This is an optimization exercise on Yosys and OpenROAD, whose aim is small area and a short achievable clock period, not a production implementation. RTL that was checked went through simulation tests only; none was proved equivalent to the original.

Setup of the previous run:
## I_PD
module I_PD #(parameter size=19)
	(
		input wire clk, rst, EN,
		input wire signed [size-1:0] yk, rk,
		output wire signed [size-1:0] pidk
    );
Size in the first run: ~1400 cells after synthesis, ~11000 um2 of cells after synthesis.
Settings: LEC_CHECK=0, CAP_MARGIN=20, CORE_MARGIN=2, CORE_UTILIZATION=40, PLACE_DENSITY=0.6, SLEW_MARGIN=20; clock period 20.0 ns.
standard.sh (not shown) runs the stock make flow with config.mk's settings and CLKGATE_MAP_FILE= SYNTH_SCRIPT=/design/flow/synth_recipe.tcl, a recipe that flattens the netlist after the stock synthesis.
==> flow/flow/run.sh <==
#!/bin/bash
# Standard ORFS layout, except that the port buffers are buf_2 cells
# instead of the delay cells buffer_ports picks by default.
set -euo pipefail
export BUFFER_PORTS_ARGS="-buffer_cell sky130_fd_sc_hd__buf_2"
bash standard.sh finish > standard_flow.log 2>&1
#### Input delta (the current run over the previous run)
==> flow/run.sh (new file) <==
#!/bin/bash
# synth_recipe.tcl (not shown) runs the flow's synth.tcl, then flattens the netlist and writes it again
# the make line also repeats each setting of config.mk as NAME=value (left out here)
make -C /OpenROAD-flow-scripts/flow DESIGN_CONFIG=/design/flow/config.mk WORK_HOME=/design/flow/orfs CLKGATE_MAP_FILE= SYNTH_SCRIPT=/design/flow/synth_recipe.tcl finish
removed: flow/flow/run.sh
removed: flow/standard.sh
### Flow results
- In the tables for the previous run and the current run, via count reads higher with the previous run.
- The current run against the previous run: wire length the detailed router placed on met1 flat, sequential share of layout area went down by 0.24 points, core utilization moved up, post-place instance area went up 2.5%.
- The current run: growth of design area from synthesis to finish higher than the previous run
- The current run has design area above what the previous run had.
- The current run gives more data arrival time of the worst path than the previous run did.

========
Another version of the RTL of I_PD (not shown whole).
Size in the first run: ~1400 cells after synthesis, about 58 flip-flops.
==> flow/config.mk <==
export PLATFORM = sky130hd
export DESIGN_NAME = I_PD
export DESIGN_NICKNAME = I_PD
export VERILOG_FILES = /design/flow/design.v
export SDC_FILE = /design/flow/constraint.sdc
export NUM_CORES = 4
export LEC_CHECK = 0
export CAP_MARGIN = 20
export CORE_MARGIN = 2
export CORE_UTILIZATION = 40
export PLACE_DENSITY = 0.6
export SLEW_MARGIN = 20
==> flow/constraint.sdc <==
create_clock -name core_clock -period 20.0 [get_ports {clk}]
set_input_delay 4.0000 -clock core_clock [delete_from_list [all_inputs] [get_ports {clk}]]
set_output_delay 4.0000 -clock core_clock [all_outputs]
set_load 0.01 [all_outputs]
==> flow/flow/run.sh <==
#!/bin/bash
# Standard ORFS layout, except that the port buffers are buf_2 cells
# instead of the delay cells buffer_ports picks by default.
set -euo pipefail
export BUFFER_PORTS_ARGS="-buffer_cell sky130_fd_sc_hd__buf_2"
bash standard.sh finish > standard_flow.log 2>&1
The first run went through all stages and came out clean.
Edit:
Settings changed: CORE_UTILIZATION 40 to 70, PLACE_DENSITY 0.6 to 0.8.
Non-clock buffer count goes down by 2. Setup slack is worse by 0.14 ns. Global-route usage grows by 14 points. Final area shrinks by a few percent. Worst hold slack stays flat.
No functional check of the RTL was part of any run of this note.

========
lagoon:
I_PD, a different RTL version from the one above (not shown whole).
For scale: ~58 flip-flops, roughly 60 I/O pins.
==> flow/design.v (excerpt) <==
module I_PD #(parameter size=19)
	(
		input wire clk, rst, EN,
		input wire signed [size-1:0] yk, rk,
		output wire signed [size-1:0] pidk
    );
==> flow/config.mk <==
export PLATFORM = sky130hd
export DESIGN_NAME = I_PD
export DESIGN_NICKNAME = I_PD
export VERILOG_FILES = /design/flow/design.v
export SDC_FILE = /design/flow/constraint.sdc
export NUM_CORES = 4
export LEC_CHECK = 0
export CAP_MARGIN = 20
export CORE_MARGIN = 2
export CORE_UTILIZATION = 60
export PLACE_DENSITY = 0.75
export SLEW_MARGIN = 20
==> flow/constraint.sdc <==
create_clock -name core_clock -period 20.0 [get_ports {clk}]
set_input_delay 4.0000 -clock core_clock [delete_from_list [all_inputs] [get_ports {clk}]]
set_output_delay 4.0000 -clock core_clock [all_outputs]
set_load 0.01 [all_outputs]
Scripts as last shown in full above: flow/flow/run.sh
The flow did not stop early for lagoon: all stages ran, and the layout cleared the timing, design-rule and antenna checks.
Edits applied to the flow inputs when going from lagoon to willow:
Settings: PLACE_DENSITY changed from 0.75 to 0.6; CORE_UTILIZATION changed from 60 to 40.
### Flow results
- The run showing the smaller global-route usage is willow.
- Hold slack delta (willow -> lagoon): insignificant
- willow | status: complete | timing, DRC, antenna: pass
- The higher global-route track usage on met3 of willow and lagoon is in lagoon.
What quartz does differently from willow at the input level:
Settings: setting ABC_AREA to 1 for the first time.
- Across both runs, core utilization of the finished layout was lower for quartz than for willow.
- Of the two values seen for global-route layer with the greatest usage, met2 was produced by quartz and met1 by willow.
- quartz against willow: share of the clock period used by the worst path after layout -4.8 points; floorplan row count +6.5%; clock latency reported for the late side of the worst-skew pair ~0 delta.
- On post-layout net count: quartz sits above willow.
- For quartz, the cell with the biggest individual delay on the critical path was sky130_fd_sc_hd__fa_1, unlike willow, where it was sky130_fd_sc_hd__mux2i_2.
- Looking at final critical delay including setup and external delays, quartz sits 0.95 ns lower than willow does.
- When the final numbers for willow and quartz were put side by side, the routed via count turned out to be smaller in willow.
- Count of placed standard cells in the final layout, fillers left out, willow and quartz: smaller value in willow
Function was not checked in any run of this note: the RTL went through the layout flow alone.

========
I_PD, a different RTL version from the one above (not shown whole).
For scale: about 57 flip-flops.
## I_PD
module I_PD #(parameter size=19)
	(
		input wire clk, rst, EN,
		input wire signed [size-1:0] yk, rk,
		output reg signed [size-1:0] pidk
    );
clock: 20.0 ns
lec_check: 0
abc_clock_period_in_ps: 2000
cap_margin: 20
core_margin: 2
core_utilization: 40
place_density: 0.6
slew_margin: 20
run.sh (not shown) runs the stock make flow with config.mk's settings and CLKGATE_MAP_FILE= SYNTH_SCRIPT=/design/flow/synth_recipe.tcl, a recipe that flattens the netlist after the stock synthesis.
Stock flow here: none of the scripts above is used.
The baseline produced a clean layout.
Edit:
Settings changed: ABC_CLOCK_PERIOD_IN_PS 2000 to 5000.
Result: The changed run went through all stages and came out clean. Synthesized area stays the same. Routed wire length does not change. Global-route usage is unchanged. Sequential share of layout area stays the same. Via count is unchanged. Setup slack does not change.
Edit:
Settings changed: ABC_AREA set to 1, ABC_CLOCK_PERIOD_IN_PS 5000 to not set.
Worst setup slack is better by 1700 ps. Critical path depth came out higher by 9. Die area came out higher by about a fifth. Hold slack is worse by 17 ps.
Edit:
Settings changed: ABC_AREA 1 to not set.
Effect:
- via count falls by a quarter to a third
- non-clock buffer count climbs by 4
- wire length falls by about a fifth
No functional check of the RTL was part of any run of this note.

========
Another version of the RTL of I_PD (not shown whole).
Size: roughly 60 I/O pins, roughly 0.012 sq mm of cells after synthesis.
make LEC_CHECK=0 CAP_MARGIN=80 CORE_MARGIN=2 CORE_UTILIZATION=40 PLACE_DENSITY=0.6 SETUP_SLACK_MARGIN=5 SLEW_MARGIN=80 finish   # period 20.0 ns
==> next run, changes <==
Settings changed: CAP_MARGIN 80 to 20, SETUP_SLACK_MARGIN 5 to not set, SLEW_MARGIN 80 to 20.
Wire length drops by about 6%.
Flip-flop and latch count does not change.
Sequential share of layout area climbs by 1.9 points.
Setup slack gets worse by 3.0 ns.
No run of this note included a check of the RTL's function; only the layout flow was run.

========
I_PD, a different RTL version from the one above (not shown whole).
Size in the first run: about 1600 cells after synthesis, about 60 I/O pins.
clock: 20.0 ns
lec_check: 0
cap_margin: 20
core_margin: 2
core_utilization: 40
cts_buf_list: sky130_fd_sc_hd__clkbuf_8
place_density: 0.6
slew_margin: 20
standard.sh (not shown) runs the stock make flow with config.mk's settings and CLKGATE_MAP_FILE= SYNTH_SCRIPT=/design/flow/synth_recipe.tcl, a recipe that flattens the netlist after the stock synthesis.
==> flow/flow/run.sh <==
#!/bin/bash
# Standard ORFS layout, except that the port buffers are buf_2 cells
# instead of the delay cells buffer_ports picks by default, and half-adder
# cells are added to the platform's don't-use list (ABC maps their logic).
set -euo pipefail
export BUFFER_PORTS_ARGS="-buffer_cell sky130_fd_sc_hd__buf_2"
DONT_USE="sky130_fd_sc_hd__probe_p_8 sky130_fd_sc_hd__probec_p_8 sky130_fd_sc_hd__lpflow_bleeder_1 sky130_fd_sc_hd__lpflow_clkbufkapwr_1 sky130_fd_sc_hd__lpflow_clkbufkapwr_16 sky130_fd_sc_hd__lpflow_clkbufkapwr_2 sky130_fd_sc_hd__lpflow_clkbufkapwr_4 sky130_fd_sc_hd__lpflow_clkbufkapwr_8 sky130_fd_sc_hd__lpflow_clkinvkapwr_1 sky130_fd_sc_hd__lpflow_clkinvkapwr_16 sky130_fd_sc_hd__lpflow_clkinvkapwr_2 sky130_fd_sc_hd__lpflow_clkinvkapwr_4 sky130_fd_sc_hd__lpflow_clkinvkapwr_8 sky130_fd_sc_hd__lpflow_decapkapwr_12 sky130_fd_sc_hd__lpflow_decapkapwr_3 sky130_fd_sc_hd__lpflow_decapkapwr_4 sky130_fd_sc_hd__lpflow_decapkapwr_6 sky130_fd_sc_hd__lpflow_decapkapwr_8 sky130_fd_sc_hd__lpflow_inputiso0n_1 sky130_fd_sc_hd__lpflow_inputiso0p_1 sky130_fd_sc_hd__lpflow_inputiso1n_1 sky130_fd_sc_hd__lpflow_inputiso1p_1 sky130_fd_sc_hd__lpflow_inputisolatch_1 sky130_fd_sc_hd__lpflow_isobufsrc_1 sky130_fd_sc_hd__lpflow_isobufsrc_16 sky130_fd_sc_hd__lpflow_isobufsrc_2 sky130_fd_sc_hd__lpflow_isobufsrc_4 sky130_fd_sc_hd__lpflow_isobufsrc_8 sky130_fd_sc_hd__lpflow_isobufsrckapwr_16 sky130_fd_sc_hd__lpflow_lsbuf_lh_hl_isowell_tap_1 sky130_fd_sc_hd__lpflow_lsbuf_lh_hl_isowell_tap_2 sky130_fd_sc_hd__lpflow_lsbuf_lh_hl_isowell_tap_4 sky130_fd_sc_hd__lpflow_lsbuf_lh_isowell_4 sky130_fd_sc_hd__lpflow_lsbuf_lh_isowell_tap_1 sky130_fd_sc_hd__lpflow_lsbuf_lh_isowell_tap_2 sky130_fd_sc_hd__lpflow_lsbuf_lh_isowell_tap_4 sky130_fd_sc_hd__ha_1 sky130_fd_sc_hd__ha_2 sky130_fd_sc_hd__ha_4"
bash standard.sh "DONT_USE_CELLS=$DONT_USE" finish > standard_flow.log 2>&1
Then changed:
==> flow/flow/run.sh (replaced) <==
#!/bin/bash
# Standard ORFS layout, except that the port buffers are buf_2 cells
# instead of the delay cells buffer_ports picks by default.
set -euo pipefail
export BUFFER_PORTS_ARGS="-buffer_cell sky130_fd_sc_hd__buf_2"
bash standard.sh finish > standard_flow.log 2>&1
After rerunning:
- cell count went down by a little under a tenth
- non-clock buffer count falls by 3
- die area fell by a few percent
- setup slack degrades by 6.4 ps
- wire length goes down by a few percent
- global-route usage falls by 0.42 points
- cell area falls slightly

========
== harbor ==
Another version of the RTL of I_PD (not shown whole).
Size in the first run: ~1500 cells after synthesis, ~58 flip-flops, ~60 I/O pins, roughly 11000 µm² of cells after synthesis.
export LEC_CHECK = 0
export CAP_MARGIN = 20
export CORE_MARGIN = 2
export CORE_UTILIZATION = 40
export PLACE_DENSITY = 0.6
export SLEW_MARGIN = 20
create_clock -name core_clock -period 20.0 [get_ports {clk}]
==> flow/flow/run.sh <==
#!/bin/bash
# Standard ORFS layout, except that the port buffers are buf_2 cells
# instead of the delay cells buffer_ports picks by default.
set -euo pipefail
export BUFFER_PORTS_ARGS="-buffer_cell sky130_fd_sc_hd__buf_2"
bash standard.sh finish > standard_flow.log 2>&1
harbor finished end to end and its layout was clean on timing, DRC and antenna.
### harbor -> ember
diff --git a/flow/config.mk b/flow/config.mk
--- a/flow/config.mk
+++ b/flow/config.mk
@@ -10,2 +10,3 @@
 export CORE_UTILIZATION = 40
+export CTS_BUF_LIST = sky130_fd_sc_hd__clkbuf_8
 export PLACE_DENSITY = 0.6
==> run notes <==
Going from harbor to ember, sum of met3 wire segment lengths after detailed routing -about 2.4%; depth of the worst register-to-register path ~0 delta; worst setup margin +0.034 ns; layout buffering overhead excluding clock cells ~0 delta. Of ember and harbor, the lower final design area excluding fillers belongs to ember. The register-to-register slack was comparable across ember and harbor. On total routed wirelength, harbor loses to ember. Taking harbor as the reference, in ember die area did not really move, share of the clock period used by the worst path fell 0.17 points.
### ember -> nickel
diff --git a/flow/config.mk b/flow/config.mk
--- a/flow/config.mk
+++ b/flow/config.mk
@@ -11,2 +11,4 @@
 export CTS_BUF_LIST = sky130_fd_sc_hd__clkbuf_8
+export CTS_CLUSTER_DIAMETER = 200
+export CTS_CLUSTER_SIZE = 40
 export PLACE_DENSITY = 0.6
==> run notes <==
As far as cell area goes, nickel and ember are indistinguishable; the numbers are identical.
Reported for nickel and ember, initial antenna violation count turned out identical to the last digit.
Summary of nickel over ember: layout cell share with drive strength beyond 1 has remained practically unchanged, number of flip-flops and latches in the synthesized netlist stayed essentially flat, number of signal-net inverters in the final layout flat, net count reported at finish was more or less identical.
nickel finished every step from synthesis to the final layout, and the layout passed the timing, design-rule and antenna checks.

========
== before ==
I_PD, a different RTL version from the one above (not shown whole).
Size: about 2000 cells after synthesis, about 58 flip-flops, ~60 I/O pins.
clock: 20.0 ns
lec_check: 0
abc_area: 1
cap_margin: 20
core_margin: 2
core_utilization: 40
place_density: 0.6
slew_margin: 20
Scripts as last shown in full above: flow/flow/run.sh
### before -> after
- removing ABC_AREA (formerly 1)
- The met3 layer usage reported by global route in after was higher than what before gave.
- Delta (after minus before): required time at the endpoint of the critical path has remained practically unchanged.
- before ended up with yk[0] as its timing startpoint of the critical path; after ended up with yk[2].

========
I_PD with an RTL version that a note above also has.
Size: ~1,500 cells after synthesis, about 58 flip-flops, roughly 60 I/O pins, roughly 12,000 um^2 of cells after synthesis.
Settings: LEC_CHECK=0, CAP_MARGIN=20, CORE_MARGIN=2, CORE_UTILIZATION=40, CTS_BUF_LIST=sky130_fd_sc_hd__clkbuf_8, PLACE_DENSITY=0.6, SLEW_MARGIN=20, SYNTH_HIERARCHICAL=1; clock period 20.0 ns.
Scripts as last shown in full above: flow/flow/run.sh
Then changed:
==> flow/flow/run.sh (replaced) <==
#!/bin/bash
# Standard ORFS layout, except that the port buffers are buf_2 cells
# instead of the delay cells buffer_ports picks by default, and synthesis
# leaves full and half adders to ABC instead of extracting them first.
set -euo pipefail
export BUFFER_PORTS_ARGS="-buffer_cell sky130_fd_sc_hd__buf_2"
bash standard.sh ADDER_MAP_FILE= finish > standard_flow.log 2>&1
- SYNTH_HIERARCHICAL: 1 -> default
Outcome:
- sequential share of layout area is lower by 1.1 points
- maximum frequency is lower by a few percent
- cell area is higher by roughly a tenth

what the ideal ports hide:
In the flow no input, the clock included, has a driving cell. The finished layouts below were timed again as built, in two steps. Step 1 assumes that a clkbuf_16 drives the clock port and a buf_2 every other input. Step 2 also shifts input and output timing later by t, the mid clock arrival at the registers, as if the neighbouring blocks saw the same clock. Three values: ideal ports, drivers, drivers and shift; two values: the first two.
run | t (ns) | setup slack, ns | worst setup path at the end | clock arrival spread, ns
the previous run | 0.376 | 8.396 / 8.381 / 8.005 | input to register | 0.015 / 0.014
the current run | 0.388 | 8.051 / 8.022 / 7.635 | input to register | 0.009 / 0.009
the first run of note 2 | 0.390 | 8.673 / 8.704 / 8.314 | input to register | 0.014 / 0.014
the second run of note 2 | 0.386 | 8.529 / 8.537 / 8.151 | input to register | 0.006 / 0.006
lagoon | 0.393 | 9.490 / 9.517 / 9.124 | input to register | 0.021 / 0.021
willow | 0.389 | 9.583 / 9.572 / 9.183 | input to register | 0.021 / 0.020
quartz | 0.392 | 10.537 / 10.559 / 10.167 | input to register | 0.011 / 0.010
the first run of note 4 | 0.388 | 4.396 / 4.419 / 4.031 | input to register | 0.008 / 0.009
the second run of note 4 | 0.388 | 4.396 / 4.419 / 4.031 | input to register | 0.008 / 0.009
the third run of note 4 | 0.392 | 6.075 / 6.104 / 5.713 | input to register | 0.011 / 0.011
the fourth run of note 4 | 0.388 | 4.396 / 4.419 / 4.031 | input to register | 0.008 / 0.009
the first run of note 5 | 0.391 | 5.344 / 5.339 / 4.948 | input to register | 0.007 / 0.007
the second run of note 5 | 0.373 | 2.304 / 2.313 / 1.940 | input to register | 0.008 / 0.008
the first run of note 6 | 0.420 | 9.918 / 9.909 / 9.488 | input to register | 0.018 / 0.019
the second run of note 6 | 0.416 | 9.911 / 9.900 / 9.483 | input to register | 0.025 / 0.025
harbor | 0.388 | 9.870 / 9.889 / 9.501 | input to register | 0.011 / 0.010
ember | 0.405 | 9.904 / 9.919 / 9.514 | input to register | 0.020 / 0.020
nickel | 0.405 | 9.904 / 9.919 / 9.514 | input to register | 0.020 / 0.020
before | 0.389 | 9.897 / 9.920 / 9.531 | input to register | 0.012 / 0.012
after | 0.390 | 9.094 / 9.118 / 8.728 | input to register | 0.012 / 0.012
the first run of note 9 | 0.405 | 9.926 / 9.911 / 9.506 | input to register | 0.023 / 0.023
the second run of note 9 | 0.429 | 9.689 / 9.642 / 9.739 | input to register | 0.018 / 0.018
After both steps every run listed still meets setup and hold. The setup slack of the first run of note 6, which loses most, moves by -0.009 ns with the drivers and by -0.430 ns with both steps.
